This is an optimization exercise on Yosys and OpenROAD, whose aim is small area, a short achievable clock period and few clock cycles per item, not a production implementation. In this exercise RTL edits were held to simulation tests only and were not proved equivalent to the original.

===== design.v =====
`timescale 1ns/10ps
module geofence (clk,reset,X,Y,valid,is_inside);
input           clk;
input           reset;
input   [9:0]   X;
input   [9:0]   Y;
output          valid;
output          is_inside;
reg  [4:0]  cnt;
reg         ph0, ph2, in_vtx, st7, st9;
reg         valid_r;
reg  [9:0]  ox, oy;
reg  signed [10:0] rx [0:6];
reg  signed [10:0] ry [0:6];
reg         nzr;               
reg         rg [0:6];          
reg         rl [0:6];          
reg  [2:0]  rk [0:6];
reg         pl [1:6][0:5];     
reg         pe [1:6][0:5];     
reg  signed [10:0] sx, sy, hx, hy;
reg         bxp, bxn, byp, byn;    
reg         pr;                
integer i, j, k;
function automatic [10:0] sub10(input [9:0] a, input [9:0] b);
    reg [9:0] g, p, nb;
    integer q, d;
    begin
        nb = ~b;
        g = a & nb;
        p = a | nb;
        for (d = 1; d < 10; d = d * 2)
            for (q = 9; q >= d; q = q - 1) begin
                g[q] = g[q] | (p[q] & g[q-d]);
                p[q] = p[q] & p[q-d];
            end
        sub10 = {~(g[9] | p[9]), (a ^ nb) ^ {g[8:0] | p[8:0], 1'b1}};
    end
endfunction
function automatic [1:0] cmp11(input [10:0] a, input [10:0] b);
    reg [10:0] ua, ub, g, p;
    integer q, d;
    begin
        ua = {~a[10], a[9:0]};
        ub = {~b[10], b[9:0]};
        g = ub & ~ua;
        p = ub | ~ua;
        for (d = 1; d < 11; d = d * 2)
            for (q = 10; q >= d; q = q - 1) begin
                g[q] = g[q] | (p[q] & g[q-d]);
                p[q] = p[q] & p[q-d];
            end
        cmp11 = {g[10], g[10] | p[10]};
    end
endfunction
wire signed [10:0] nx = sub10(X, ox);
wire signed [10:0] ny = sub10(Y, oy);
always @(posedge clk) begin
    if (ph0) begin
        ox <= X;
        oy <= Y;
    end
    if (in_vtx) begin
        rx[0] <= nx;
        ry[0] <= ny;
        nzr <= (X == 10'd0);
    end else begin
        rx[0] <= rx[6];
        ry[0] <= ry[6];
    end
    for (i = 1; i < 7; i = i + 1) begin
        rx[i] <= rx[i-1];
        ry[i] <= ry[i-1];
    end
end
reg first;
always @(posedge clk) begin
    if (in_vtx) begin
        bxp <= (bxp || first) && !nx[10];
        bxn <= (bxn || first) && (nx[10] || X == ox);
        byp <= (byp || first) && !ny[10];
        byn <= (byn || first) && (ny[10] || Y == oy);
    end
end
reg  [1:0] cx [1:6];
reg  [1:0] cy [1:6];
reg        newl, ng;
reg        gn [0:6];           
always @(*) begin
    newl = ph2;
    ng = 1'b0;
    for (k = 1; k < 7; k = k + 1) begin
        cx[k] = cmp11(rx[0], rx[k]);
        cy[k] = cmp11(ry[k], ry[0]);
        newl = newl | (rl[k] & cx[k][1]);
        ng = ng | (rl[k] & !cy[k][0]);
    end
    gn[0] = !newl && ng && !nzr;
    for (k = 1; k < 7; k = k + 1)
        gn[k] = newl ? cy[k][1] : rg[k];
end
always @(posedge clk) begin
    for (k = 1; k < 7; k = k + 1) begin
        pl[1][k-1] <= cx[k][1];
        pe[1][k-1] <= cx[k][0];
    end
    for (i = 2; i < 7; i = i + 1)
        for (k = 0; k < 6; k = k + 1) begin
            pl[i][k] <= pl[i-1][k];
            pe[i][k] <= pe[i-1][k];
        end
    rl[0] <= 1'b0;
    rl[1] <= newl;
    rg[0] <= gn[6];
    for (i = 1; i < 7; i = i + 1) begin
        rg[i] <= gn[i-1];
        if (i > 1) rl[i] <= rl[i-1] & !newl;
    end
end
reg        g [0:6];
reg        lt [0:6][0:6];    
reg  [2:0] rank [0:6];
reg        smax;
reg        sel0 [0:6];       
always @(*) begin
    for (i = 0; i < 7; i = i + 1)
        g[i] = rg[(7-i)%7];
    for (i = 0; i < 7; i = i + 1)
        for (j = 0; j < 7; j = j + 1) lt[i][j] = 1'b0;
    for (i = 0; i < 7; i = i + 1)
        for (j = i + 1; j < 7; j = j + 1) begin
            if (!g[i] && !g[j])     lt[i][j] = !pl[7-j][j-1-i];
            else if (g[i] && g[j])  lt[i][j] = pe[7-j][j-1-i];
            else                    lt[i][j] = g[i];
            lt[j][i] = !lt[i][j];
        end
    for (j = 0; j < 7; j = j + 1) begin
        rank[j] = 3'd0;
        for (i = 0; i < 7; i = i + 1)
            rank[j] = rank[j] + {2'b0, lt[i][j]};
    end
    smax = 1'b1;
    for (j = 0; j < 7; j = j + 1)
        if (j != 1) smax = smax & !lt[1][j];
    for (j = 0; j < 7; j = j + 1) begin
        sel0[j] = (j == 1) ? 1'b0 : smax ? 1'b1 : lt[1][j];
        for (k = 0; k < 7; k = k + 1)
            if (k != j && j != 1) begin
                if (smax) sel0[j] = sel0[j] & !lt[k][j];
                else if (k != 1) sel0[j] = sel0[j] & !(lt[1][k] & lt[k][j]);
            end
    end
end
always @(posedge clk) begin
    if (st9) begin
        for (i = 0; i < 7; i = i + 1)
            rk[(8-i)%7] <= rank[i];
    end else begin
        rk[0] <= rk[6];
        for (i = 1; i < 7; i = i + 1)
            rk[i] <= rk[i-1];
    end
end
reg [2:0] tgt;
reg       sel [0:6];
reg signed [10:0] nsx, nsy;
always @(*) begin
    tgt = (rk[6] == 3'd6) ? 3'd0 : rk[6] + 3'd1;
    for (i = 0; i < 7; i = i + 1)
        sel[i] = st9 ? sel0[(7-i)%7] : (rk[i] == tgt);
    nsx = 11'sd0;
    nsy = 11'sd0;
    for (i = 0; i < 7; i = i + 1)
        if (sel[i]) begin
            nsx = nsx | rx[i];
            nsy = nsy | ry[i];
        end
end
wire [10:0] a1 = sx, b1 = hy, a2 = sy, b2 = hx;
wire [80:0] mid;
reg  [80:0] midr;
wire [21:0] ca, cb;
wire p1 = ~(a1[0] & b1[0]);
wire p2 = ~(a1[0] & b1[1]);
wire p3 = ~(a1[0] & b1[2]);
wire p4 = ~(a1[0] & b1[3]);
wire p5 = ~(a1[0] & b1[4]);
wire p6 = ~(a1[0] & b1[5]);
wire p7 = ~(a1[0] & b1[6]);
wire p8 = ~(a1[0] & b1[7]);
wire p9 = ~(a1[0] & b1[8]);
wire p10 = ~(a1[0] & b1[9]);
wire p11 = ~(a1[0] & b1[10]);
wire p12 = ~(a1[1] & b1[0]);
wire p13 = ~(a1[1] & b1[1]);
wire p14 = ~(a1[1] & b1[2]);
wire p15 = ~(a1[1] & b1[3]);
wire p16 = ~(a1[1] & b1[4]);
wire p17 = ~(a1[1] & b1[5]);
wire p18 = ~(a1[1] & b1[6]);
wire p19 = ~(a1[1] & b1[7]);
wire p20 = ~(a1[1] & b1[8]);
wire p21 = ~(a1[1] & b1[9]);
wire p22 = ~(a1[1] & b1[10]);
wire p23 = ~(a1[2] & b1[0]);
wire p24 = ~(a1[2] & b1[1]);
wire p25 = ~(a1[2] & b1[2]);
wire p26 = ~(a1[2] & b1[3]);
wire p27 = ~(a1[2] & b1[4]);
wire p28 = ~(a1[2] & b1[5]);
wire p29 = ~(a1[2] & b1[6]);
wire p30 = ~(a1[2] & b1[7]);
wire p31 = ~(a1[2] & b1[8]);
wire p32 = ~(a1[2] & b1[9]);
wire p33 = ~(a1[2] & b1[10]);
wire p34 = ~(a1[3] & b1[0]);
wire p35 = ~(a1[3] & b1[1]);
wire p36 = ~(a1[3] & b1[2]);
wire p37 = ~(a1[3] & b1[3]);
wire p38 = ~(a1[3] & b1[4]);
wire p39 = ~(a1[3] & b1[5]);
wire p40 = ~(a1[3] & b1[6]);
wire p41 = ~(a1[3] & b1[7]);
wire p42 = ~(a1[3] & b1[8]);
wire p43 = ~(a1[3] & b1[9]);
wire p44 = ~(a1[3] & b1[10]);
wire p45 = ~(a1[4] & b1[0]);
wire p46 = ~(a1[4] & b1[1]);
wire p47 = ~(a1[4] & b1[2]);
wire p48 = ~(a1[4] & b1[3]);
wire p49 = ~(a1[4] & b1[4]);
wire p50 = ~(a1[4] & b1[5]);
wire p51 = ~(a1[4] & b1[6]);
wire p52 = ~(a1[4] & b1[7]);
wire p53 = ~(a1[4] & b1[8]);
wire p54 = ~(a1[4] & b1[9]);
wire p55 = ~(a1[4] & b1[10]);
wire p56 = ~(a1[5] & b1[0]);
wire p57 = ~(a1[5] & b1[1]);
wire p58 = ~(a1[5] & b1[2]);
wire p59 = ~(a1[5] & b1[3]);
wire p60 = ~(a1[5] & b1[4]);
wire p61 = ~(a1[5] & b1[5]);
wire p62 = ~(a1[5] & b1[6]);
wire p63 = ~(a1[5] & b1[7]);
wire p64 = ~(a1[5] & b1[8]);
wire p65 = ~(a1[5] & b1[9]);
wire p66 = ~(a1[5] & b1[10]);
wire p67 = ~(a1[6] & b1[0]);
wire p68 = ~(a1[6] & b1[1]);
wire p69 = ~(a1[6] & b1[2]);
wire p70 = ~(a1[6] & b1[3]);
wire p71 = ~(a1[6] & b1[4]);
wire p72 = ~(a1[6] & b1[5]);
wire p73 = ~(a1[6] & b1[6]);
wire p74 = ~(a1[6] & b1[7]);
wire p75 = ~(a1[6] & b1[8]);
wire p76 = ~(a1[6] & b1[9]);
wire p77 = ~(a1[6] & b1[10]);
wire p78 = ~(a1[7] & b1[0]);
wire p79 = ~(a1[7] & b1[1]);
wire p80 = ~(a1[7] & b1[2]);
wire p81 = ~(a1[7] & b1[3]);
wire p82 = ~(a1[7] & b1[4]);
wire p83 = ~(a1[7] & b1[5]);
wire p84 = ~(a1[7] & b1[6]);
wire p85 = ~(a1[7] & b1[7]);
wire p86 = ~(a1[7] & b1[8]);
wire p87 = ~(a1[7] & b1[9]);
wire p88 = ~(a1[7] & b1[10]);
wire p89 = ~(a1[8] & b1[0]);
wire p90 = ~(a1[8] & b1[1]);
wire p91 = ~(a1[8] & b1[2]);
wire p92 = ~(a1[8] & b1[3]);
wire p93 = ~(a1[8] & b1[4]);
wire p94 = ~(a1[8] & b1[5]);
wire p95 = ~(a1[8] & b1[6]);
wire p96 = ~(a1[8] & b1[7]);
wire p97 = ~(a1[8] & b1[8]);
wire p98 = ~(a1[8] & b1[9]);
wire p99 = ~(a1[8] & b1[10]);
wire p100 = ~(a1[9] & b1[0]);
wire p101 = ~(a1[9] & b1[1]);
wire p102 = ~(a1[9] & b1[2]);
wire p103 = ~(a1[9] & b1[3]);
wire p104 = ~(a1[9] & b1[4]);
wire p105 = ~(a1[9] & b1[5]);
wire p106 = ~(a1[9] & b1[6]);
wire p107 = ~(a1[9] & b1[7]);
wire p108 = ~(a1[9] & b1[8]);
wire p109 = ~(a1[9] & b1[9]);
wire p110 = ~(a1[9] & b1[10]);
wire p111 = ~(a1[10] & b1[0]);
wire p112 = ~(a1[10] & b1[1]);
wire p113 = ~(a1[10] & b1[2]);
wire p114 = ~(a1[10] & b1[3]);
wire p115 = ~(a1[10] & b1[4]);
wire p116 = ~(a1[10] & b1[5]);
wire p117 = ~(a1[10] & b1[6]);
wire p118 = ~(a1[10] & b1[7]);
wire p119 = ~(a1[10] & b1[8]);
wire p120 = ~(a1[10] & b1[9]);
wire p121 = ~(a1[10] & b1[10]);
wire p122 = ~(a2[0] & b2[0]);
wire p123 = ~(a2[0] & b2[1]);
wire p124 = ~(a2[0] & b2[2]);
wire p125 = ~(a2[0] & b2[3]);
wire p126 = ~(a2[0] & b2[4]);
wire p127 = ~(a2[0] & b2[5]);
wire p128 = ~(a2[0] & b2[6]);
wire p129 = ~(a2[0] & b2[7]);
wire p130 = ~(a2[0] & b2[8]);
wire p131 = ~(a2[0] & b2[9]);
wire p132 = ~(a2[0] & b2[10]);
wire p133 = ~(a2[1] & b2[0]);
wire p134 = ~(a2[1] & b2[1]);
wire p135 = ~(a2[1] & b2[2]);
wire p136 = ~(a2[1] & b2[3]);
wire p137 = ~(a2[1] & b2[4]);
wire p138 = ~(a2[1] & b2[5]);
wire p139 = ~(a2[1] & b2[6]);
wire p140 = ~(a2[1] & b2[7]);
wire p141 = ~(a2[1] & b2[8]);
wire p142 = ~(a2[1] & b2[9]);
wire p143 = ~(a2[1] & b2[10]);
wire p144 = ~(a2[2] & b2[0]);
wire p145 = ~(a2[2] & b2[1]);
wire p146 = ~(a2[2] & b2[2]);
wire p147 = ~(a2[2] & b2[3]);
wire p148 = ~(a2[2] & b2[4]);
wire p149 = ~(a2[2] & b2[5]);
wire p150 = ~(a2[2] & b2[6]);
wire p151 = ~(a2[2] & b2[7]);
wire p152 = ~(a2[2] & b2[8]);
wire p153 = ~(a2[2] & b2[9]);
wire p154 = ~(a2[2] & b2[10]);
wire p155 = ~(a2[3] & b2[0]);
wire p156 = ~(a2[3] & b2[1]);
wire p157 = ~(a2[3] & b2[2]);
wire p158 = ~(a2[3] & b2[3]);
wire p159 = ~(a2[3] & b2[4]);
wire p160 = ~(a2[3] & b2[5]);
wire p161 = ~(a2[3] & b2[6]);
wire p162 = ~(a2[3] & b2[7]);
wire p163 = ~(a2[3] & b2[8]);
wire p164 = ~(a2[3] & b2[9]);
wire p165 = ~(a2[3] & b2[10]);
wire p166 = ~(a2[4] & b2[0]);
wire p167 = ~(a2[4] & b2[1]);
wire p168 = ~(a2[4] & b2[2]);
wire p169 = ~(a2[4] & b2[3]);
wire p170 = ~(a2[4] & b2[4]);
wire p171 = ~(a2[4] & b2[5]);
wire p172 = ~(a2[4] & b2[6]);
wire p173 = ~(a2[4] & b2[7]);
wire p174 = ~(a2[4] & b2[8]);
wire p175 = ~(a2[4] & b2[9]);
wire p176 = ~(a2[4] & b2[10]);
wire p177 = ~(a2[5] & b2[0]);
wire p178 = ~(a2[5] & b2[1]);
wire p179 = ~(a2[5] & b2[2]);
wire p180 = ~(a2[5] & b2[3]);
wire p181 = ~(a2[5] & b2[4]);
wire p182 = ~(a2[5] & b2[5]);
wire p183 = ~(a2[5] & b2[6]);
wire p184 = ~(a2[5] & b2[7]);
wire p185 = ~(a2[5] & b2[8]);
wire p186 = ~(a2[5] & b2[9]);
wire p187 = ~(a2[5] & b2[10]);
wire p188 = ~(a2[6] & b2[0]);
wire p189 = ~(a2[6] & b2[1]);
wire p190 = ~(a2[6] & b2[2]);
wire p191 = ~(a2[6] & b2[3]);
wire p192 = ~(a2[6] & b2[4]);
wire p193 = ~(a2[6] & b2[5]);
wire p194 = ~(a2[6] & b2[6]);
wire p195 = ~(a2[6] & b2[7]);
wire p196 = ~(a2[6] & b2[8]);
wire p197 = ~(a2[6] & b2[9]);
wire p198 = ~(a2[6] & b2[10]);
wire p199 = ~(a2[7] & b2[0]);
wire p200 = ~(a2[7] & b2[1]);
wire p201 = ~(a2[7] & b2[2]);
wire p202 = ~(a2[7] & b2[3]);
wire p203 = ~(a2[7] & b2[4]);
wire p204 = ~(a2[7] & b2[5]);
wire p205 = ~(a2[7] & b2[6]);
wire p206 = ~(a2[7] & b2[7]);
wire p207 = ~(a2[7] & b2[8]);
wire p208 = ~(a2[7] & b2[9]);
wire p209 = ~(a2[7] & b2[10]);
wire p210 = ~(a2[8] & b2[0]);
wire p211 = ~(a2[8] & b2[1]);
wire p212 = ~(a2[8] & b2[2]);
wire p213 = ~(a2[8] & b2[3]);
wire p214 = ~(a2[8] & b2[4]);
wire p215 = ~(a2[8] & b2[5]);
wire p216 = ~(a2[8] & b2[6]);
wire p217 = ~(a2[8] & b2[7]);
wire p218 = ~(a2[8] & b2[8]);
wire p219 = ~(a2[8] & b2[9]);
wire p220 = ~(a2[8] & b2[10]);
wire p221 = ~(a2[9] & b2[0]);
wire p222 = ~(a2[9] & b2[1]);
wire p223 = ~(a2[9] & b2[2]);
wire p224 = ~(a2[9] & b2[3]);
wire p225 = ~(a2[9] & b2[4]);
wire p226 = ~(a2[9] & b2[5]);
wire p227 = ~(a2[9] & b2[6]);
wire p228 = ~(a2[9] & b2[7]);
wire p229 = ~(a2[9] & b2[8]);
wire p230 = ~(a2[9] & b2[9]);
wire p231 = ~(a2[9] & b2[10]);
wire p232 = ~(a2[10] & b2[0]);
wire p233 = ~(a2[10] & b2[1]);
wire p234 = ~(a2[10] & b2[2]);
wire p235 = ~(a2[10] & b2[3]);
wire p236 = ~(a2[10] & b2[4]);
wire p237 = ~(a2[10] & b2[5]);
wire p238 = ~(a2[10] & b2[6]);
wire p239 = ~(a2[10] & b2[7]);
wire p240 = ~(a2[10] & b2[8]);
wire p241 = ~(a2[10] & b2[9]);
wire p242 = ~(a2[10] & b2[10]);
wire s243 = p131 ^ p141;
wire c244 = p131 | p141;
wire s245 = p11 ^ p111;
wire c246 = p11 | p111;
wire s247, c248;
fadd us247 (.a(p21), .b(p31), .c(p41), .s(s247), .co(c248));
wire s249 = p142 ^ p152;
wire c250 = p142 & p152;
wire s251 = p22 ^ p112;
wire c252 = p22 | p112;
wire s253, c254;
fadd us253 (.a(p32), .b(p42), .c(p52), .s(s253), .co(c254));
wire s255 = p153 ^ p163;
wire c256 = p153 & p163;
wire s257, c258;
fadd us257 (.a(p43), .b(p53), .c(p63), .s(s257), .co(c258));
wire s259 = p128 ^ p138;
wire c260 = p128 | p138;
wire s261 = p129 ^ p139;
wire c262 = p129 | p139;
wire s263, c264;
fadd us263 (.a(p8), .b(p18), .c(p28), .s(s263), .co(c264));
wire s265 = p149 ^ p159;
wire c266 = p149 & p159;
wire s267 = p130 ^ p140;
wire c268 = p130 | p140;
wire s269, c270;
fadd us269 (.a(p9), .b(p19), .c(p29), .s(s269), .co(c270));
wire s271, c272;
fadd us271 (.a(p39), .b(p49), .c(p59), .s(s271), .co(c272));
wire s273, c274;
fadd us273 (.a(p69), .b(p79), .c(p89), .s(s273), .co(c274));
wire s275 = p150 ^ p160;
wire c276 = p150 & p160;
wire s277, c278;
fadd us277 (.a(p10), .b(p20), .c(p30), .s(s277), .co(c278));
wire s279, c280;
fadd us279 (.a(p40), .b(p50), .c(p60), .s(s279), .co(c280));
wire s281, c282;
fadd us281 (.a(p70), .b(p80), .c(p90), .s(s281), .co(c282));
wire s283, c284;
fadd us283 (.a(p151), .b(p161), .c(p171), .s(s283), .co(c284));
wire s285, c286;
fadd us285 (.a(p181), .b(p191), .c(p201), .s(s285), .co(c286));
wire s287 = p211 ^ p221;
wire c288 = p211 & p221;
wire s289, c290;
fadd us289 (.a(p51), .b(p61), .c(p71), .s(s289), .co(c290));
wire s291, c292;
fadd us291 (.a(p81), .b(p91), .c(p101), .s(s291), .co(c292));
wire s293, c294;
fadd us293 (.a(p132), .b(p232), .c(s245), .s(s293), .co(c294));
wire s295, c296;
fadd us295 (.a(p162), .b(p172), .c(p182), .s(s295), .co(c296));
wire s297, c298;
fadd us297 (.a(p192), .b(p202), .c(p212), .s(s297), .co(c298));
wire s299, c300;
fadd us299 (.a(p222), .b(c244), .c(s249), .s(s299), .co(c300));
wire s301, c302;
fadd us301 (.a(p62), .b(p72), .c(p82), .s(s301), .co(c302));
wire s303, c304;
fadd us303 (.a(p92), .b(p102), .c(p143), .s(s303), .co(c304));
wire s305, c306;
fadd us305 (.a(p233), .b(c248), .c(s251), .s(s305), .co(c306));
wire s307, c308;
fadd us307 (.a(p173), .b(p183), .c(p193), .s(s307), .co(c308));
wire s309, c310;
fadd us309 (.a(p203), .b(p213), .c(p223), .s(s309), .co(c310));
wire s311, c312;
fadd us311 (.a(c246), .b(c250), .c(s255), .s(s311), .co(c312));
wire s313, c314;
fadd us313 (.a(p73), .b(p83), .c(p93), .s(s313), .co(c314));
wire s315, c316;
fadd us315 (.a(p103), .b(p154), .c(p234), .s(s315), .co(c316));
wire s317, c318;
fadd us317 (.a(p33), .b(p113), .c(p164), .s(s317), .co(c318));
wire s319, c320;
fadd us319 (.a(p174), .b(p184), .c(p194), .s(s319), .co(c320));
wire s321, c322;
fadd us321 (.a(p204), .b(p214), .c(p224), .s(s321), .co(c322));
wire i323 = ~c254;
wire s324, c325;
fadd us324 (.a(c252), .b(c256), .c(i323), .s(s324), .co(c325));
wire s326, c327;
fadd us326 (.a(p54), .b(p64), .c(p74), .s(s326), .co(c327));
wire s328, c329;
fadd us328 (.a(p84), .b(p94), .c(p104), .s(s328), .co(c329));
wire s330, c331;
fadd us330 (.a(p165), .b(p235), .c(c258), .s(s330), .co(c331));
wire s332, c333;
fadd us332 (.a(p44), .b(p114), .c(p175), .s(s332), .co(c333));
wire s334, c335;
fadd us334 (.a(p185), .b(p195), .c(p205), .s(s334), .co(c335));
wire s336, c337;
fadd us336 (.a(p65), .b(p75), .c(p85), .s(s336), .co(c337));
wire s338, c339;
fadd us338 (.a(p95), .b(p105), .c(p176), .s(s338), .co(c339));
wire s340, c341;
fadd us340 (.a(p55), .b(p115), .c(p186), .s(s340), .co(c341));
wire s342, c343;
fadd us342 (.a(p76), .b(p86), .c(p96), .s(s342), .co(c343));
wire s344 = p126 ^ p136;
wire c345 = p126 | p136;
wire s346 = p127 ^ p137;
wire c347 = p127 | p137;
wire s348, c349;
fadd us348 (.a(p6), .b(p16), .c(p26), .s(s348), .co(c349));
wire s350 = p147 ^ p157;
wire c351 = p147 & p157;
wire s352, c353;
fadd us352 (.a(p7), .b(p17), .c(p27), .s(s352), .co(c353));
wire s354, c355;
fadd us354 (.a(p37), .b(p47), .c(p57), .s(s354), .co(c355));
wire s356, c357;
fadd us356 (.a(p148), .b(p158), .c(p168), .s(s356), .co(c357));
wire s358 = p178 ^ p188;
wire c359 = p178 & p188;
wire s360, c361;
fadd us360 (.a(p38), .b(p48), .c(p58), .s(s360), .co(c361));
wire s362, c363;
fadd us362 (.a(p68), .b(p78), .c(s261), .s(s362), .co(c363));
wire s364, c365;
fadd us364 (.a(p169), .b(p179), .c(p189), .s(s364), .co(c365));
wire s366, c367;
fadd us366 (.a(p199), .b(c260), .c(s265), .s(s366), .co(c367));
wire s368, c369;
fadd us368 (.a(c264), .b(s267), .c(s269), .s(s368), .co(c369));
wire s370, c371;
fadd us370 (.a(p170), .b(p180), .c(p190), .s(s370), .co(c371));
wire s372, c373;
fadd us372 (.a(p200), .b(p210), .c(c262), .s(s372), .co(c373));
wire i374 = ~s271;
wire s375, c376;
fadd us375 (.a(c266), .b(s275), .c(i374), .s(s375), .co(c376));
wire s377, c378;
fadd us377 (.a(p100), .b(s243), .c(c270), .s(s377), .co(c378));
wire s379, c380;
fadd us379 (.a(c272), .b(c274), .c(s277), .s(s379), .co(c380));
wire s381, c382;
fadd us381 (.a(c268), .b(c276), .c(s283), .s(s381), .co(c382));
wire i383 = ~s279;
wire s384, c385;
fadd us384 (.a(s285), .b(s287), .c(i383), .s(s384), .co(c385));
wire s386, c387;
fadd us386 (.a(s247), .b(c278), .c(c280), .s(s386), .co(c387));
wire s388, c389;
fadd us388 (.a(c282), .b(s289), .c(s291), .s(s388), .co(c389));
wire s390, c391;
fadd us390 (.a(c284), .b(c286), .c(c288), .s(s390), .co(c391));
wire s392, c393;
fadd us392 (.a(s295), .b(s297), .c(s299), .s(s392), .co(c393));
wire s394, c395;
fadd us394 (.a(s253), .b(c290), .c(c292), .s(s394), .co(c395));
wire s396, c397;
fadd us396 (.a(c294), .b(s301), .c(s303), .s(s396), .co(c397));
wire s398, c399;
fadd us398 (.a(c296), .b(c298), .c(c300), .s(s398), .co(c399));
wire s400, c401;
fadd us400 (.a(s307), .b(s309), .c(s311), .s(s400), .co(c401));
wire s402, c403;
fadd us402 (.a(s257), .b(c302), .c(c304), .s(s402), .co(c403));
wire s404, c405;
fadd us404 (.a(c306), .b(s313), .c(s315), .s(s404), .co(c405));
wire s406, c407;
fadd us406 (.a(c308), .b(c310), .c(c312), .s(s406), .co(c407));
wire s408, c409;
fadd us408 (.a(s317), .b(s319), .c(s321), .s(s408), .co(c409));
wire s410, c411;
fadd us410 (.a(c314), .b(c316), .c(s326), .s(s410), .co(c411));
wire s412, c413;
fadd us412 (.a(p215), .b(p225), .c(c318), .s(s412), .co(c413));
wire s414, c415;
fadd us414 (.a(c320), .b(c322), .c(c325), .s(s414), .co(c415));
wire i416 = ~s328;
wire s417, c418;
fadd us417 (.a(s332), .b(s334), .c(i416), .s(s417), .co(c418));
wire s419, c420;
fadd us419 (.a(p236), .b(c327), .c(c329), .s(s419), .co(c420));
wire s421, c422;
fadd us421 (.a(c331), .b(s336), .c(s338), .s(s421), .co(c422));
wire s423, c424;
fadd us423 (.a(p196), .b(p206), .c(p216), .s(s423), .co(c424));
wire s425, c426;
fadd us425 (.a(p226), .b(c333), .c(c335), .s(s425), .co(c426));
wire s427, c428;
fadd us427 (.a(p106), .b(p187), .c(p237), .s(s427), .co(c428));
wire s429, c430;
fadd us429 (.a(c337), .b(c339), .c(s342), .s(s429), .co(c430));
wire s431, c432;
fadd us431 (.a(p66), .b(p116), .c(p197), .s(s431), .co(c432));
wire s433, c434;
fadd us433 (.a(p207), .b(p217), .c(p227), .s(s433), .co(c434));
wire s435, c436;
fadd us435 (.a(p87), .b(p97), .c(p107), .s(s435), .co(c436));
wire s437, c438;
fadd us437 (.a(p198), .b(p238), .c(c343), .s(s437), .co(c438));
wire s439, c440;
fadd us439 (.a(p77), .b(p117), .c(p208), .s(s439), .co(c440));
wire s441, c442;
fadd us441 (.a(p98), .b(p108), .c(p209), .s(s441), .co(c442));
wire s443 = p124 ^ p134;
wire c444 = p124 & p134;
wire s445 = p125 ^ p135;
wire c446 = p125 | p135;
wire s447, c448;
fadd us447 (.a(p4), .b(p14), .c(p24), .s(s447), .co(c448));
wire s449, c450;
fadd us449 (.a(p5), .b(p15), .c(p25), .s(s449), .co(c450));
wire s451, c452;
fadd us451 (.a(p35), .b(p45), .c(s344), .s(s451), .co(c452));
wire s453 = p146 ^ p156;
wire c454 = p146 & p156;
wire s455, c456;
fadd us455 (.a(p36), .b(p46), .c(p56), .s(s455), .co(c456));
wire s457, c458;
fadd us457 (.a(p167), .b(p177), .c(c345), .s(s457), .co(c458));
wire i459 = ~s350;
wire s460, c461;
fadd us460 (.a(i459), .b(s346), .c(s348), .s(s460), .co(c461));
wire s462, c463;
fadd us462 (.a(p67), .b(s259), .c(c349), .s(s462), .co(c463));
wire s464, c465;
fadd us464 (.a(c347), .b(c351), .c(s356), .s(s464), .co(c465));
wire i466 = ~s358;
wire s467, c468;
fadd us467 (.a(i466), .b(s352), .c(s354), .s(s467), .co(c468));
wire s469, c470;
fadd us469 (.a(s263), .b(c353), .c(c355), .s(s469), .co(c470));
wire s471, c472;
fadd us471 (.a(c357), .b(c359), .c(s364), .s(s471), .co(c472));
wire i473 = ~s366;
wire s474, c475;
fadd us474 (.a(i473), .b(s360), .c(s362), .s(s474), .co(c475));
wire s476, c477;
fadd us476 (.a(s273), .b(c361), .c(c363), .s(s476), .co(c477));
wire s478, c479;
fadd us478 (.a(c365), .b(c367), .c(s370), .s(s478), .co(c479));
wire i480 = ~s368;
wire s481, c482;
fadd us481 (.a(s372), .b(s375), .c(i480), .s(s481), .co(c482));
wire s483, c484;
fadd us483 (.a(s281), .b(c369), .c(s377), .s(s483), .co(c484));
wire s485, c486;
fadd us485 (.a(c371), .b(c373), .c(c376), .s(s485), .co(c486));
wire i487 = ~s379;
wire s488, c489;
fadd us488 (.a(s381), .b(s384), .c(i487), .s(s488), .co(c489));
wire s490, c491;
fadd us490 (.a(s293), .b(c378), .c(c380), .s(s490), .co(c491));
wire s492, c493;
fadd us492 (.a(c382), .b(c385), .c(s390), .s(s492), .co(c493));
wire i494 = ~s392;
wire s495, c496;
fadd us495 (.a(i494), .b(s386), .c(s388), .s(s495), .co(c496));
wire s497, c498;
fadd us497 (.a(s305), .b(c387), .c(c389), .s(s497), .co(c498));
wire s499, c500;
fadd us499 (.a(c391), .b(c393), .c(s398), .s(s499), .co(c500));
wire i501 = ~s400;
wire s502, c503;
fadd us502 (.a(i501), .b(s394), .c(s396), .s(s502), .co(c503));
wire s504, c505;
fadd us504 (.a(c395), .b(c397), .c(s402), .s(s504), .co(c505));
wire s506, c507;
fadd us506 (.a(s324), .b(c399), .c(c401), .s(s506), .co(c507));
wire i508 = ~s404;
wire s509, c510;
fadd us509 (.a(s406), .b(s408), .c(i508), .s(s509), .co(c510));
wire s511, c512;
fadd us511 (.a(s330), .b(c403), .c(c405), .s(s511), .co(c512));
wire s513, c514;
fadd us513 (.a(c407), .b(c409), .c(s412), .s(s513), .co(c514));
wire i515 = ~s410;
wire s516, c517;
fadd us516 (.a(s414), .b(s417), .c(i515), .s(s516), .co(c517));
wire s518, c519;
fadd us518 (.a(c411), .b(s419), .c(s421), .s(s518), .co(c519));
wire s520, c521;
fadd us520 (.a(s340), .b(c413), .c(c415), .s(s520), .co(c521));
wire s522, c523;
fadd us522 (.a(c418), .b(s423), .c(s425), .s(s522), .co(c523));
wire s524, c525;
fadd us524 (.a(c420), .b(c422), .c(s427), .s(s524), .co(c525));
wire s526, c527;
fadd us526 (.a(c341), .b(c424), .c(c426), .s(s526), .co(c527));
wire i528 = ~s429;
wire s529, c530;
fadd us529 (.a(s431), .b(s433), .c(i528), .s(s529), .co(c530));
wire s531, c532;
fadd us531 (.a(c428), .b(c430), .c(s435), .s(s531), .co(c532));
wire s533, c534;
fadd us533 (.a(p218), .b(p228), .c(c432), .s(s533), .co(c534));
wire i535 = ~s437;
wire s536, c537;
fadd us536 (.a(c434), .b(s439), .c(i535), .s(s536), .co(c537));
wire s538, c539;
fadd us538 (.a(p239), .b(c436), .c(c438), .s(s538), .co(c539));
wire s540, c541;
fadd us540 (.a(p88), .b(p118), .c(p219), .s(s540), .co(c541));
wire i542 = ~s441;
wire s543, c544;
fadd us543 (.a(p229), .b(c440), .c(i542), .s(s543), .co(c544));
wire s545, c546;
fadd us545 (.a(p109), .b(p220), .c(p240), .s(s545), .co(c546));
wire s547, c548;
fadd us547 (.a(p99), .b(p119), .c(p230), .s(s547), .co(c548));
wire s549 = p123 ^ p133;
wire c550 = p123 & p133;
wire s551 = p144 ^ s443;
wire c552 = p144 | s443;
wire s553 = p3 ^ p13;
wire c554 = ~p3 & ~p13;
wire s555, c556;
fadd us555 (.a(p34), .b(s445), .c(s447), .s(s555), .co(c556));
wire s557, c558;
fadd us557 (.a(p145), .b(p155), .c(c444), .s(s557), .co(c558));
wire s559, c560;
fadd us559 (.a(c448), .b(s449), .c(s451), .s(s559), .co(c560));
wire s561, c562;
fadd us561 (.a(p166), .b(c446), .c(s453), .s(s561), .co(c562));
wire s563, c564;
fadd us563 (.a(c450), .b(c452), .c(s455), .s(s563), .co(c564));
wire i565 = ~s460;
wire s566, c567;
fadd us566 (.a(c454), .b(s457), .c(i565), .s(s566), .co(c567));
wire s568, c569;
fadd us568 (.a(c456), .b(c461), .c(s462), .s(s568), .co(c569));
wire i570 = ~s467;
wire s571, c572;
fadd us571 (.a(c458), .b(s464), .c(i570), .s(s571), .co(c572));
wire s573, c574;
fadd us573 (.a(c463), .b(c468), .c(s469), .s(s573), .co(c574));
wire i575 = ~s474;
wire s576, c577;
fadd us576 (.a(c465), .b(s471), .c(i575), .s(s576), .co(c577));
wire s578, c579;
fadd us578 (.a(c470), .b(c475), .c(s476), .s(s578), .co(c579));
wire s580, c581;
fadd us580 (.a(c472), .b(s478), .c(s481), .s(s580), .co(c581));
wire s582, c583;
fadd us582 (.a(c479), .b(c482), .c(s485), .s(s582), .co(c583));
wire i584 = ~s488;
wire s585, c586;
fadd us585 (.a(i584), .b(c477), .c(s483), .s(s585), .co(c586));
wire s587, c588;
fadd us587 (.a(c484), .b(s490), .c(s495), .s(s587), .co(c588));
wire s589, c590;
fadd us589 (.a(c486), .b(c489), .c(s492), .s(s589), .co(c590));
wire s591, c592;
fadd us591 (.a(c491), .b(c496), .c(s497), .s(s591), .co(c592));
wire i593 = ~s502;
wire s594, c595;
fadd us594 (.a(c493), .b(s499), .c(i593), .s(s594), .co(c595));
wire s596, c597;
fadd us596 (.a(c498), .b(c503), .c(s504), .s(s596), .co(c597));
wire s598, c599;
fadd us598 (.a(c500), .b(s506), .c(s509), .s(s598), .co(c599));
wire s600, c601;
fadd us600 (.a(c507), .b(c510), .c(s513), .s(s600), .co(c601));
wire i602 = ~s516;
wire s603, c604;
fadd us603 (.a(i602), .b(c505), .c(s511), .s(s603), .co(c604));
wire s605, c606;
fadd us605 (.a(c514), .b(c517), .c(s520), .s(s605), .co(c606));
wire i607 = ~s522;
wire s608, c609;
fadd us608 (.a(i607), .b(c512), .c(s518), .s(s608), .co(c609));
wire s610, c611;
fadd us610 (.a(c521), .b(c523), .c(s526), .s(s610), .co(c611));
wire i612 = ~s529;
wire s613, c614;
fadd us613 (.a(i612), .b(c519), .c(s524), .s(s613), .co(c614));
wire s615, c616;
fadd us615 (.a(c527), .b(c530), .c(s533), .s(s615), .co(c616));
wire i617 = ~s536;
wire s618, c619;
fadd us618 (.a(i617), .b(c525), .c(s531), .s(s618), .co(c619));
wire s620, c621;
fadd us620 (.a(c534), .b(c537), .c(s540), .s(s620), .co(c621));
wire i622 = ~s543;
wire s623, c624;
fadd us623 (.a(i622), .b(c532), .c(s538), .s(s623), .co(c624));
wire s625, c626;
fadd us625 (.a(c442), .b(c539), .c(s545), .s(s625), .co(c626));
wire s627, c628;
fadd us627 (.a(c541), .b(c544), .c(s547), .s(s627), .co(c628));
wire s629, c630;
fadd us629 (.a(p231), .b(p241), .c(c546), .s(s629), .co(c630));
wire s631, c632;
fadd us631 (.a(p110), .b(p120), .c(c548), .s(s631), .co(c632));
assign mid = {c632, c630, p121, p242, s631, s629, c628, c626, s627, s625, c624, c621, s623, s620, c619, c616, s618, s615, c614, c611, s613, s610, c609, c606, s608, s605, c604, c601, s603, s600, c599, c597, s598, s596, c595, c592, s594, s591, c590, c588, s589, s587, c586, c583, s585, s582, c581, c579, s580, s578, c577, c574, s576, s573, c572, c569, s571, s568, c567, c564, s566, s563, c562, c560, s561, s559, c558, c556, s557, s555, c554, c552, s553, s551, c550, p23, s549, p12, p2, p1, p122};
wire s633 = midr[4] ^ midr[2];
wire c634 = midr[4] & ~midr[2];
wire i635 = ~midr[5];
wire s636 = midr[6] ^ midr[8] ^ i635;
wire c637 = (midr[6] & midr[8]) | (i635 & (midr[6] ^ midr[8]));
wire s638 = midr[9] ^ midr[10] ^ midr[12];
wire c639 = (midr[9] & midr[10]) | (midr[12] & (midr[9] ^ midr[10]));
wire i640 = ~midr[13];
wire s641 = midr[14] ^ midr[16] ^ i640;
wire c642 = (midr[14] & midr[16]) | (i640 & (midr[14] ^ midr[16]));
wire i643 = ~midr[17];
wire s644 = midr[18] ^ midr[20] ^ i643;
wire c645 = (midr[18] & midr[20]) | (i643 & (midr[18] ^ midr[20]));
wire i646 = ~midr[21];
wire s647 = midr[22] ^ midr[24] ^ i646;
wire c648 = (midr[22] & midr[24]) | (i646 & (midr[22] ^ midr[24]));
wire i649 = ~midr[25];
wire s650 = midr[26] ^ midr[28] ^ i649;
wire c651 = (midr[26] & midr[28]) | (i649 & (midr[26] ^ midr[28]));
wire i652 = ~midr[29];
wire s653 = midr[30] ^ midr[32] ^ i652;
wire c654 = (midr[30] & midr[32]) | (i652 & (midr[30] ^ midr[32]));
wire i655 = ~midr[33];
wire s656 = midr[34] ^ midr[35] ^ i655;
wire c657 = (midr[34] & midr[35]) | (i655 & (midr[34] ^ midr[35]));
wire i658 = ~midr[38];
wire s659 = midr[37] ^ midr[40] ^ i658;
wire c660 = (midr[37] & midr[40]) | (i658 & (midr[37] ^ midr[40]));
wire i661 = ~midr[41];
wire s662 = midr[42] ^ midr[44] ^ i661;
wire c663 = (midr[42] & midr[44]) | (i661 & (midr[42] ^ midr[44]));
wire i664 = ~midr[45];
wire s665 = midr[46] ^ midr[48] ^ i664;
wire c666 = (midr[46] & midr[48]) | (i664 & (midr[46] ^ midr[48]));
wire i667 = ~midr[49];
wire s668 = midr[50] ^ midr[51] ^ i667;
wire c669 = (midr[50] & midr[51]) | (i667 & (midr[50] ^ midr[51]));
wire i670 = ~midr[54];
wire s671 = midr[53] ^ midr[55] ^ i670;
wire c672 = (midr[53] & midr[55]) | (i670 & (midr[53] ^ midr[55]));
wire i673 = ~midr[58];
wire s674 = midr[57] ^ midr[59] ^ i673;
wire c675 = (midr[57] & midr[59]) | (i673 & (midr[57] ^ midr[59]));
wire i676 = ~midr[62];
wire s677 = midr[61] ^ midr[63] ^ i676;
wire c678 = (midr[61] & midr[63]) | (i676 & (midr[61] ^ midr[63]));
wire i679 = ~midr[66];
wire s680 = midr[65] ^ midr[67] ^ i679;
wire c681 = (midr[65] & midr[67]) | (i679 & (midr[65] ^ midr[67]));
wire i682 = ~midr[70];
wire s683 = midr[69] ^ midr[72] ^ i682;
wire c684 = (midr[69] & midr[72]) | (i682 & (midr[69] ^ midr[72]));
wire i685 = ~midr[73];
wire s686 = midr[74] ^ midr[76] ^ i685;
wire c687 = (midr[74] & midr[76]) | (i685 & (midr[74] ^ midr[76]));
wire i688 = ~midr[78];
wire s689 = midr[77] ^ midr[80] ^ i688;
wire c690 = (midr[77] & midr[80]) | (i688 & (midr[77] ^ midr[80]));
wire s691 = midr[3] ^ s633;
wire c692 = ~midr[3] & ~s633;
wire i693 = ~midr[7];
wire s694, c695;
fadd us694 (.a(c634), .b(s636), .c(i693), .s(s694), .co(c695));
wire i696 = ~midr[11];
wire s697, c698;
fadd us697 (.a(c637), .b(s638), .c(i696), .s(s697), .co(c698));
wire i699 = ~midr[15];
wire s700, c701;
fadd us700 (.a(c639), .b(s641), .c(i699), .s(s700), .co(c701));
wire i702 = ~midr[19];
wire s703, c704;
fadd us703 (.a(c642), .b(s644), .c(i702), .s(s703), .co(c704));
wire i705 = ~midr[23];
wire s706, c707;
fadd us706 (.a(c645), .b(s647), .c(i705), .s(s706), .co(c707));
wire i708 = ~midr[27];
wire s709, c710;
fadd us709 (.a(c648), .b(s650), .c(i708), .s(s709), .co(c710));
wire i711 = ~midr[31];
wire s712, c713;
fadd us712 (.a(c651), .b(s653), .c(i711), .s(s712), .co(c713));
wire i714 = ~midr[36];
wire s715, c716;
fadd us715 (.a(c654), .b(s656), .c(i714), .s(s715), .co(c716));
wire i717 = ~midr[39];
wire s718, c719;
fadd us718 (.a(c657), .b(s659), .c(i717), .s(s718), .co(c719));
wire i720 = ~midr[43];
wire s721, c722;
fadd us721 (.a(c660), .b(s662), .c(i720), .s(s721), .co(c722));
wire i723 = ~midr[47];
wire s724, c725;
fadd us724 (.a(c663), .b(s665), .c(i723), .s(s724), .co(c725));
wire i726 = ~midr[52];
wire s727, c728;
fadd us727 (.a(c666), .b(s668), .c(i726), .s(s727), .co(c728));
wire i729 = ~midr[56];
wire s730, c731;
fadd us730 (.a(c669), .b(s671), .c(i729), .s(s730), .co(c731));
wire i732 = ~midr[60];
wire s733, c734;
fadd us733 (.a(c672), .b(s674), .c(i732), .s(s733), .co(c734));
wire i735 = ~midr[64];
wire s736, c737;
fadd us736 (.a(c675), .b(s677), .c(i735), .s(s736), .co(c737));
wire i738 = ~midr[68];
wire s739, c740;
fadd us739 (.a(c678), .b(s680), .c(i738), .s(s739), .co(c740));
wire i741 = ~midr[71];
wire s742, c743;
fadd us742 (.a(c681), .b(s683), .c(i741), .s(s742), .co(c743));
wire i744 = ~midr[75];
wire s745, c746;
fadd us745 (.a(c684), .b(s686), .c(i744), .s(s745), .co(c746));
wire i747 = ~midr[79];
wire s748, c749;
fadd us748 (.a(c687), .b(s689), .c(i747), .s(s748), .co(c749));
assign ca = {c690, c746, c743, c740, c737, c734, c731, c728, c725, c722, c719, c716, c713, c710, c707, c704, c701, c698, c695, c692, s691, midr[0]};
assign cb = {c749, s748, s745, s742, s739, s736, s733, s730, s727, s724, s721, s718, s715, s712, s709, s706, s703, s700, s697, s694, 1'b1, ~midr[1]};
always @(posedge clk) begin
    sx <= nsx;
    sy <= nsy;
    hx <= rx[6];
    hy <= ry[6];
    midr <= mid;
end
reg  [20:0] tg, tp;
integer q, d;
always @(*) begin
    tg = ca[20:0] & cb[20:0];
    tp = ca[20:0] | cb[20:0];
    for (d = 1; d < 16; d = d * 2)
        for (q = 2 * d - 1; q < 21; q = q + 2 * d) begin
            tg[q] = tg[q] | (tp[q] & tg[q-d]);
            tp[q] = tp[q] & tp[q-d];
        end
end
wire c20 = tg[19] | (tp[19] & tg[15]);
wire c21 = tg[20] | (tp[20] & c20);
wire pass = !(ca[21] ^ cb[21] ^ c21);
wire boxout = (bxp && !nx[10]) || (bxn && (nx[10] || X == ox)) ||
              (byp && !ny[10]) || (byn && (ny[10] || Y == oy));
wire [4:0] cnt_n = valid_r ? 5'd0 : cnt + 5'd1;
wire chk_n  = cnt_n >= 5'd12 && cnt_n <= 5'd18;
wire last_n = cnt_n == 5'd18;
always @(posedge clk) begin
    pr <= pass && !st7;
    if (reset) begin
        cnt <= 5'd0;
        valid_r <= 1'b0;
        ph0 <= 1'b1;
        first <= 1'b0;
        ph2 <= 1'b0;
        in_vtx <= 1'b0;
        st7 <= 1'b0;
        st9 <= 1'b0;
    end else begin
        cnt <= cnt_n;
        valid_r <= last_n || (chk_n && !pass) || (st7 && boxout);
        ph0 <= cnt_n == 5'd0;
        first <= cnt_n == 5'd1;
        ph2 <= cnt_n == 5'd2;
        in_vtx <= cnt_n >= 5'd1 && cnt_n <= 5'd7;
        st7 <= cnt_n == 5'd7;
        st9 <= cnt_n == 5'd9;
    end
end
assign valid = valid_r;
assign is_inside = pr;
endmodule
module fadd (a, b, c, s, co);
input  a, b, c;
output s, co;
assign s = a ^ b ^ c;
assign co = (a & b) | (c & (a ^ b));
endmodule

===== run.sh =====
#!/bin/bash
# synth_recipe.tcl (not shown) runs the flow's synth.tcl, then flattens the netlist and writes it again
# the make line also repeats each setting of config.mk as NAME=value (left out here)
make -C /OpenROAD-flow-scripts/flow DESIGN_CONFIG=/design/flow/config.mk WORK_HOME=/design/flow/orfs CLKGATE_MAP_FILE= SYNTH_SCRIPT=/design/flow/synth_recipe.tcl finish

===== config.mk =====
export PLATFORM = sky130hd
export DESIGN_NAME = geofence
export DESIGN_NICKNAME = geofence
export VERILOG_FILES = /design/flow/design.v
export SDC_FILE = /design/flow/constraint.sdc
export NUM_CORES = 4
export LEC_CHECK = 0
export ABC_AREA = 1
export CAP_MARGIN = 20
export CORE_MARGIN = 2
export CORE_UTILIZATION = 70
export CTS_CLUSTER_DIAMETER = 80
export CTS_CLUSTER_SIZE = 22
export PLACE_DENSITY = 0.85
export SETUP_SLACK_MARGIN = 4.8
export SLEW_MARGIN = 20
export SYNTH_HIERARCHICAL = 1
export SYNTH_MINIMUM_KEEP_SIZE = 0

===== constraint.sdc =====
create_clock -name core_clock -period 8.0 [get_ports {clk}]
set_input_delay 1.6000 -clock core_clock [delete_from_list [all_inputs] [get_ports {clk}]]
set_output_delay 1.6000 -clock core_clock [all_outputs]
set_load 0.01 [all_outputs]

==> results of run 1 <==
synthesized netlist by cell type, types with 3 or more instances:
| library cell | number | share of area |
|---|---|---|
| ha_1 | 78 | 0.044 |
| nand3_1 | 115 | 0.026 |
| nand4_1 | 13 | 0.0037 |
| nor2_1 | 193 | 0.033 |
| inv_2 | 7 | 0.0012 |
| buf_6 | 13 | 0.0066 |
| o21ai_0 | 137 | 0.031 |
| o211ai_1 | 15 | 0.0051 |
| buf_2 | 7 | 0.0016 |
| buf_4 | 7 | 0.0024 |
| nand2_1 | 713 | 0.12 |
| o22ai_1 | 33 | 0.0093 |
| a31o_2 | 3 | 0.0012 |
| nor4_1 | 4 | 0.0011 |
| dfxtp_1 | 368 | 0.33 |
| fa_1 | 220 | 0.20 |
| a21oi_1 | 86 | 0.019 |
| o21bai_1 | 7 | 0.0024 |
| inv_1 | 410 | 0.070 |
| nand3b_1 | 6 | 0.0020 |
| nor3b_1 | 7 | 0.0024 |
| o21a_1 | 4 | 0.0014 |
| nand3_2 | 4 | 0.0018 |
| nor3_1 | 18 | 0.0041 |
| clkbuf_1 | 65 | 0.011 |
| edfxtp_1 | 25 | 0.034 |
| o21ai_1 | 5 | 0.0011 |
| o31ai_1 | 4 | 0.0014 |
| a31oi_1 | 6 | 0.0017 |
| or2_2 | 11 | 0.0031 |
| xnor2_1 | 4 | 0.0016 |
| nand2_2 | 4 | 0.0011 |
| nand2_4 | 3 | 0.0015 |
| xor2_1 | 23 | 0.0091 |
| a211oi_1 | 11 | 0.0037 |
| nor2_4 | 5 | 0.0025 |
state kept, by name, summed over array words and instances, names as in the netlist, 5 cells and up:
| register | cells |
|---|---|
| pl | 21 |
| midr | 81 |
| ry | 77 |
| rl | 6 |
| ox | 10 |
| cnt | 5 |
| rx | 77 |
| oy | 10 |
| sy | 11 |
| rk | 21 |
| sx | 11 |
| hy | 11 |
| rg | 7 |
| hx | 11 |
| pe | 21 |
per-layer routing:
layer,vias to the layer above,global-route usage,wire length (um)
met4,0,0.155,3140
met1,8205,0.427,21200
li1,8132,-,-
met3,250,0.0564,5380
met5,-,0,0
met2,1000,0.566,26200
per-module statistics from Yosys, one instance, submodules excluded:
module	cell area, um^2	cells
geofence	18500	2469
fadd	20.0	1
worst paths after layout:
path	end	slack (ps)
worst max-delay path	midr[56]	4810
worst min register to register	rx[3][7]	350
worst max register to register	midr[56]	4810
worst min-delay path	rx[3][7]	350
layout by cell type (no fill, tap or decap), types with 7 or more instances in the layout:
master and n:
a211oi_1 11, a21oi_1 82, buf_4 20, clkbuf_16 23, clkdlybuf4s50_1 20, dfxtp_1 331
dfxtp_2 27, dfxtp_4 10, edfxtp_1 25, fa_1 219, ha_1 75, inv_1 409
inv_2 8, nand2_1 709, nand3_1 114, nand4_1 13, nor2_1 177, nor2_2 16
nor2_4 7, nor3_1 18, nor3b_1 7, o211ai_1 15, o21ai_0 130, o21ai_1 10
o21bai_1 7, o22ai_1 33, or2_2 11, xor2_1 23
area by class of cell:
type | count | area (um^2) | share of cell area
Clock inverter | 6 | 87.6 | 0.00373
Multi-Input combinational cell | 1749 | 12200 | 0.517
Clock buffer | 29 | 608 | 0.0259
Inverter | 418 | 1570 | 0.0668
Tap cell | 402 | 503 | 0.0214
Timing Repair Buffer | 43 | 388 | 0.0165
Sequential cell | 393 | 8190 | 0.348
kinds of logic (layout without fill, tap and decap cells):
kind of cell	count (synthesis)	after routing	synth area share
fa+ha+maj	298	298	0.243
flops	393	393	0.367
simple gates	1102	1105	0.206
xor+xnor	27	27	0.0107
buf+inv	510	496	0.0927
compound gates	319	319	0.0806
what timing repair did:
action                     in CTS  in global routing
resized for setup              30                 73
pin swaps                       0                  7
setup endpoints to repair      45                 55
gates cloned                    0                  3
buffers inserted                0                 15
==> summary.json, run 1 <==
{
  "routing": {
    "drt_pass_1_iters": 6,
    "route.detailed.wl_per_inst_um": 18.4,
    "route.final.wire_length_um": 55900,
    "drt_iter0_drc": 2075,
    "drc": 0,
    "ant_nets": 0,
    "vias": 17587,
    "post_drt_via_cell_ratio": 5.79
  },
  "synthesis": {
    "post_synth_inst_count": 2649,
    "synth_area_per_cell_um2": 8.35,
    "ys_warn_count": 22,
    "synthesis.area_um2": 22100,
    "postSynthNetCount": 2969,
    "synth_edf_count": 25,
    "share_of_flip_flops_with_an_asynchronous_set_or_reset_after_synthesis": 0,
    "synth_seq_cells": 393,
    "synth-seq-area-share": 0.367,
    "synth_flop_cell": "dfxtp_1",
    "synth.lib_cells_used.distinct": 47
  },
  "layout": {
    "antenna-diode-count": 0,
    "final_area_um2": 23500,
    "postLayoutCoreUtil": 0.751,
    "area_growth_pct": 6.30,
    "nNetsFinal": 2948,
    "final_cell_count_no_fill": 3040,
    "post_route_cells_drive_above_1_share": 0.0641,
    "final.fill_count": 2239
  },
  "sta": {
    "final.hold.worst_slack_ps": 348,
    "timing.slew.headroom": 0.376,
    "finalSetupViolations": 0,
    "max_freq_mhz": 314,
    "finalSetupTns_ps": 0,
    "post-route-min-period_ps": 3190,
    "fin_skew_ps": 16.0,
    "postLayoutSetupSlackWorst_ps": 4810,
    "setup_repair_after_global_routing_missed_its_margin": "no",
    "timing.final.crit_share": 0.398,
    "worst_pin_slew_ps": 926,
    "finalHoldViolCount": 0,
    "finalMaxSlewViolations": 0
  },
  "floorplanning": {
    "floorplan.die.height_um": 182,
    "design.portCount": 24,
    "floorplan.initialDensity": 0.706,
    "die_width_um": 182,
    "design.die.area_um2": 33000,
    "core_area_um2": 31300,
    "rows": 65
  },
  "critical_path": {
    "regToRegStartpoint": "sx[5]",
    "timing.critical_path.fanout_max": 11,
    "worstPathRequired_ps": 8420,
    "cp_slowest_stage_delay_ps": 580,
    "cp_num_cells": 6,
    "cp_num_buf_inv": 0,
    "crit_start": "sx[5]",
    "worst_r2r_path_depth": 6,
    "worst_path_dominant_cell_family": "adder cells",
    "timing.critical_path.mode_cell": "fa_1",
    "worst-endpoint-arrival_ps": 3610,
    "cp-start-kind": "flop",
    "worst_path_max_delay_cell": "dfxtp_2",
    "worstPathCellList": "nand2_1 > fa_1 > fa_1 > fa_1 > fa_1 > fa_1",
    "crit_type": "reg2reg",
    "critPathCaptureType": "flop"
  },
  "placed_design": {
    "placed_cells": 2987,
    "dpl_cell_area_um2": 22400,
    "place_congestion": 0.992,
    "dpl.hpwl_um": 40500,
    "post_place_setup_slack_ps": 4180,
    "port-buffer-count": 23
  },
  "clock_tree": {
    "clock_tree.root_cell": "clkbuf_16",
    "cts-root-to-sink-buffers": 3,
    "clock_tree_from_tritoncts": "done",
    "cts_buffers": 23,
    "h-tree-depth": 1,
    "clk_slew_on_worst_s_h_paths_ps": 90,
    "clock-sinks": 393,
    "post_cts_hold_buffer_count": 0,
    "clk-insertion-delay-late_ps": 560
  },
  "global_routing": {
    "grtUsageTotal": 0.336,
    "vias_in_the_first_global_route": 17527,
    "globalRoute.totalOverflow": 0,
    "number_of_antenna_violations_at_the_first_check_in_global_routing": 0,
    "grt_first_pass_wirelength_um": 87900,
    "grt_max_degree": 44
  },
  "min_path": {
    "hold-path-cell-count": 0,
    "min-delay-start": "rx[2][7]",
    "min_path_type": "reg2reg"
  },
  "run_status": {
    "run_status": "complete, no violations"
  },
  "run": {
    "maxCapViolCount": 0
  }
}
Testbench counts, summed over its fixed seeds: cycles 32,845, items 2,400.
==> run 2: changes to the inputs <==
--- a/config.mk
+++ b/config.mk
@@ -10,6 +10,6 @@
 export CORE_MARGIN = 2
 export CORE_UTILIZATION = 70
-export CTS_CLUSTER_DIAMETER = 80
-export CTS_CLUSTER_SIZE = 22
+export CTS_CLUSTER_DIAMETER = 90
+export CTS_CLUSTER_SIZE = 28
 export PLACE_DENSITY = 0.85
 export SETUP_SLACK_MARGIN = 4.8
==> run 2 against run 1 <==
Against the previous run:
- highest routed layer unchanged
- clock-buffer cell count down 7
- setup slack better by 41 ps
- fmax up 1.3%
- sequential share of layout area up 0.18 points
- critical endpoint is now valid
- synthesized cell count unchanged
- design area down 0.43%
- final cell count about the same
- first-iteration DRC count down 8.0%
==> summary.json, run 2 <==
{
  "global_routing": {
    "grtUsageTotal": {"value": 0.333, "change": "was 0.336"},
    "globalRoute.totalOverflow": {"value": 0, "change": "unchanged"},
    "vias_in_the_first_global_route": {"value": 17354, "change": "was 17527"},
    "grt_util_met1": {"value": 0.427, "change": "about the same"},
    "met2_usage": {"value": 0.555, "change": "was 0.566"},
    "busiest_layer": {"value": "met2", "change": "unchanged"},
    "number_of_antenna_violations_at_the_first_check_in_global_routing": {"value": 0, "change": "unchanged"},
    "grt_use_met3": {"value": 0.0560, "change": "was 0.0564"},
    "grt_first_pass_wirelength": {"value": 87200, "unit": "um", "change": "was 87900 um"},
    "grt_max_degree": {"value": 44, "change": "unchanged"}
  },
  "placed_design": {
    "port-buffer-count": {"value": 23, "change": "unchanged"},
    "post_place_setup_slack": {"value": 4180, "unit": "ps", "change": "unchanged"},
    "dpl_cell_area": {"value": 22400, "unit": "um^2", "change": "unchanged"},
    "place_congestion": {"value": 0.992, "change": "unchanged"},
    "dpl.hpwl": {"value": 40500, "unit": "um", "change": "unchanged"}
  },
  "synthesis": {
    "ys_warn_count": {"value": 22, "change": "unchanged"},
    "post_synth_inst_count": {"value": 2649, "change": "unchanged"},
    "post-synth-top-area-fraction": {"value": 0.333, "change": "unchanged"},
    "synthesis.area": {"value": 22100, "unit": "um^2", "change": "unchanged"},
    "synth.largest_area_cell": {"value": "dfxtp_1", "change": "unchanged"},
    "synth.lib_cells_used.distinct": {"value": 47, "change": "unchanged"},
    "synth_commonest_cells": {"value": "713 x nand2_1, 410 x inv_1, 368 x dfxtp_1", "change": "unchanged"},
    "yosys-top-cells-area": {"value": "dfxtp_1 33%, fa_1 20%, nand2_1 12%", "change": "unchanged"},
    "synth_edf_count": {"value": 25, "change": "unchanged"},
    "share_of_flip_flops_with_an_asynchronous_set_or_reset_after_synthesis": {"value": 0, "change": "unchanged"},
    "synth_area_per_cell": {"value": 8.35, "unit": "um^2", "change": "unchanged"},
    "synth-seq-area-share": {"value": 0.367, "change": "unchanged"},
    "synth_flop_cell": {"value": "dfxtp_1", "change": "unchanged"},
    "post-synth-top-count-cell": {"value": "nand2_1", "change": "unchanged"},
    "synth_seq_cells": {"value": 393, "change": "unchanged"},
    "postSynthNetCount": {"value": 2969, "change": "unchanged"}
  },
  "sta": {
    "setup_repair_after_global_routing_missed_its_margin": {"value": "yes", "change": "was no"},
    "max_freq": {"value": 318, "unit": "MHz", "change": "was 314 MHz"},
    "post-route-min-period": {"value": 3150, "unit": "ps", "change": "was 3190 ps"},
    "finalSetupTns": {"value": 0, "unit": "ps", "change": "unchanged"},
    "finalSetupViolations": {"value": 0, "change": "unchanged"},
    "timing.slew.headroom": {"value": 0.425, "change": "was 0.376"},
    "fin_skew": {"value": 24.3, "unit": "ps", "change": "was 16.0 ps"},
    "finalMaxSlewViolations": {"value": 0, "change": "unchanged"},
    "final.hold.worst_slack": {"value": 349, "unit": "ps", "change": "was 348 ps"},
    "worst_pin_slew": {"value": 854, "unit": "ps", "change": "was 926 ps"},
    "timing.final.crit_share": {"value": 0.393, "change": "was 0.398"},
    "finalHoldViolCount": {"value": 0, "change": "unchanged"},
    "postLayoutSetupSlackWorst": {"value": 4850, "unit": "ps", "change": "was 4810 ps"}
  },
  "run_status": {
    "run_status": {"value": "complete, no violations", "change": "unchanged"}
  },
  "layout": {
    "max_ffs_per_register": {"value": 81, "change": "unchanged"},
    "antenna-diode-count": {"value": 0, "change": "unchanged"},
    "final.fill_count": {"value": 2260, "change": "was 2239"},
    "postLayoutCoreUtil": {"value": 0.748, "change": "was 0.751"},
    "largest_registers": {"value": "midr x81, rx x77, ry x77", "change": "unchanged"},
    "final_common_cell": {"value": "nand2_1", "change": "unchanged"},
    "final_area": {"value": 23400, "unit": "um^2", "change": "was 23500 um^2"},
    "area_growth": {"value": 5.84, "unit": "%", "change": "was 6.30%"},
    "post_route_cells_drive_above_1_share": {"value": 0.0657, "change": "was 0.0641"},
    "registers.top_by_ff_count": {"value": "midr", "change": "unchanged"},
    "multi_input_comb_area": {"value": 12200, "unit": "um^2", "change": "about the same"},
    "most-common-layout-cells": {"value": "709 x nand2_1, 408 x inv_1, 329 x dfxtp_1", "change": "was 709 x nand2_1, 409 x inv_1, 331 x dfxtp_1"},
    "area.sequential": {"value": 8200, "unit": "um^2", "change": "was 8190 um^2"},
    "nNetsFinal": {"value": 2948, "change": "unchanged"}
  },
  "critical_path": {
    "cp_num_cells": {"value": 1, "change": "was 6"},
    "cp-start-kind": {"value": "flop", "change": "unchanged"},
    "worst-endpoint-arrival": {"value": 1550, "unit": "ps", "change": "was 3610 ps"},
    "crit_type": {"value": "reg2out", "change": "was reg2reg"},
    "worstPathCellList": {"value": "clkdlybuf4s50_1", "change": "was nand2_1 > fa_1 > fa_1 > fa_1 > fa_1 > fa_1"},
    "cp_num_buf_inv": {"value": 1, "change": "was 0"},
    "critPathCaptureType": {"value": "primary output", "change": "was flop"},
    "worstPathRequired": {"value": 6400, "unit": "ps", "change": "was 8420 ps"},
    "cp_slowest_stage_delay": {"value": 570, "unit": "ps", "change": "was 580 ps"},
    "worst_r2r_path_depth": {"value": 7, "change": "was 6"},
    "worst_path_max_delay_cell": {"value": "clkdlybuf4s50_1", "change": "was dfxtp_2"},
    "timing.critical_path.fanout_max": {"value": 5, "change": "was 11"},
    "worst_path_dominant_cell_family": {"value": "buffers and inverters", "change": "was adder cells"}
  },
  "floorplanning": {
    "rows": {"value": 65, "change": "unchanged"},
    "floorplan.die.height": {"value": 182, "unit": "um", "change": "unchanged"},
    "floorplan.initialDensity": {"value": 0.706, "change": "unchanged"},
    "design.portCount": {"value": 24, "change": "unchanged"},
    "design.die.area": {"value": 33000, "unit": "um^2", "change": "unchanged"},
    "die_width": {"value": 182, "unit": "um", "change": "unchanged"},
    "core_area": {"value": 31300, "unit": "um^2", "change": "unchanged"}
  },
  "clock_tree": {
    "clk-insertion-delay-late": {"value": 550, "unit": "ps", "change": "was 560 ps"},
    "clock_tree.root_cell": {"value": "clkbuf_16", "change": "unchanged"},
    "post_cts_hold_buffer_count": {"value": 0, "change": "unchanged"},
    "clock_tree_from_tritoncts": {"value": "done", "change": "unchanged"},
    "cts_buffers": {"value": 18, "change": "was 23"},
    "h-tree-depth": {"value": 1, "change": "unchanged"},
    "clock-sinks": {"value": 393, "change": "unchanged"},
    "cts-root-to-sink-buffers": {"value": 3, "change": "unchanged"},
    "clk_slew_on_worst_s_h_paths": {"value": 110, "unit": "ps", "change": "was 90 ps"}
  },
  "routing": {
    "vias": {"value": 17586, "change": "was 17587"},
    "drc": {"value": 0, "change": "unchanged"},
    "route.final.wire_length": {"value": 55700, "unit": "um", "change": "was 55900 um"},
    "ant_nets": {"value": 0, "change": "unchanged"},
    "route.detailed.wl_per_inst": {"value": 18.3, "unit": "um", "change": "was 18.4 um"},
    "post_drt_via_cell_ratio": {"value": 5.79, "change": "about the same"},
    "drt_pass_1_iters": {"value": 6, "change": "unchanged"},
    "drt_iter0_drc": {"value": 1908, "change": "was 2075"}
  },
  "min_path": {
    "hold-path-cell-count": {"value": 0, "change": "unchanged"},
    "min_path_type": {"value": "reg2reg", "change": "unchanged"}
  },
  "run": {
    "maxCapViolCount": {"value": 0, "change": "unchanged"}
  }
}
## run 2: cell count changes in the layout (fill, tap and decap cells not counted), sizes merged
cell,previous run,this run
inv,421,418
clkinvlp,1,2
clkinv,1,3
bufinv,1,0
buf,20,25
clkbuf,29,22
## run 2: cells by family (layout without fill, tap and decap cells)
group           Yosys count  in the layout  share of synthesized area
buf+inv                 510            493                     0.0927
flops                   393            393                      0.367
simple gates           1102           1105                      0.206
fa+ha+maj               298            298                      0.243
xor+xnor                 27             27                     0.0107
compound gates          319            319                     0.0806
## run 2: layer usage
layer / share of wire / wire length (um) / vias to the layer above
met5: 0 / 0 / -
met1: 0.38 / 21200 / 8282
met3: 0.096 / 5330 / 203
met4: 0.049 / 2730 / 0
met2: 0.47 / 26400 / 976
li1: - / - / 8125
## run 2: final timing paths
path	start	endpoint	slack, ps
worst max-delay path	valid_r	valid	4850
worst min-delay path	ry[3][1]	ry[4][1]	350
worst max register to register	hy[9]	midr[56]	4870
worst min register to register	ry[3][1]	ry[4][1]	350
## run 2: timing repair
action | CTS | global route
setup buffers | 0 | 20
hold endpoints to repair | 0 | 0
gates cloned | 0 | 3
resized for setup | 31 | 82
setup endpoints to repair | 48 | 59
pin swaps | 0 | 9
## run 2: through the flow
| stage | cells |
|---|---|
| floorplan | 2649 |
| global placement | 2987 |
| detailed placement | 2987 |
| CTS | 3014 |
| global route | 3037 |
| finish | 3037 |
## run 2: layout make-up
cell class                      count  share of cell area
Inverter                          418              0.0671
Multi-Input combinational cell   1749               0.520
Tap cell                          402              0.0215
Timing Repair Buffer               48              0.0186
Clock inverter                      5             0.00241
Sequential cell                   393               0.350
Clock buffer                       22              0.0199
## run 2: Yosys stat by module (local to each module, per instance)
module    cells inside  flops+latches  cell area (um^2)
geofence          2469            393             18500
fadd                 1              0              20.0

-- afterwards: timing with drivers on the ports --
The flow's constraints put no driver on any port. The routed layouts listed below were extracted and timed again, unchanged, in two steps.
Step 1 assumes that a clkbuf_16 drives the clock port and a buf_2 every other input.
Step 2 adds t to the input delays and takes it off the output delays; t is the mean of the earliest and latest rising clock arrival at the registers after step 1. Input paths then give back, and output paths get back, about the clock's delay inside the block.
a / b / c = no drivers / after step 1 / after step 2; a / b = the first two.
run	t (ns)	setup WS [ns]	slew at the worst register clock pin (ns)
run 1	0.600	4.813 / 4.798 / 4.326	0.09 / 0.09
run 2	0.589	4.854 / 4.802 / 4.328	0.11 / 0.11
After both steps setup and hold are still met in every run listed. For run 2, which loses most, drivers alone change the setup slack by -0.052 ns; drivers and shift together by -0.526 ns.
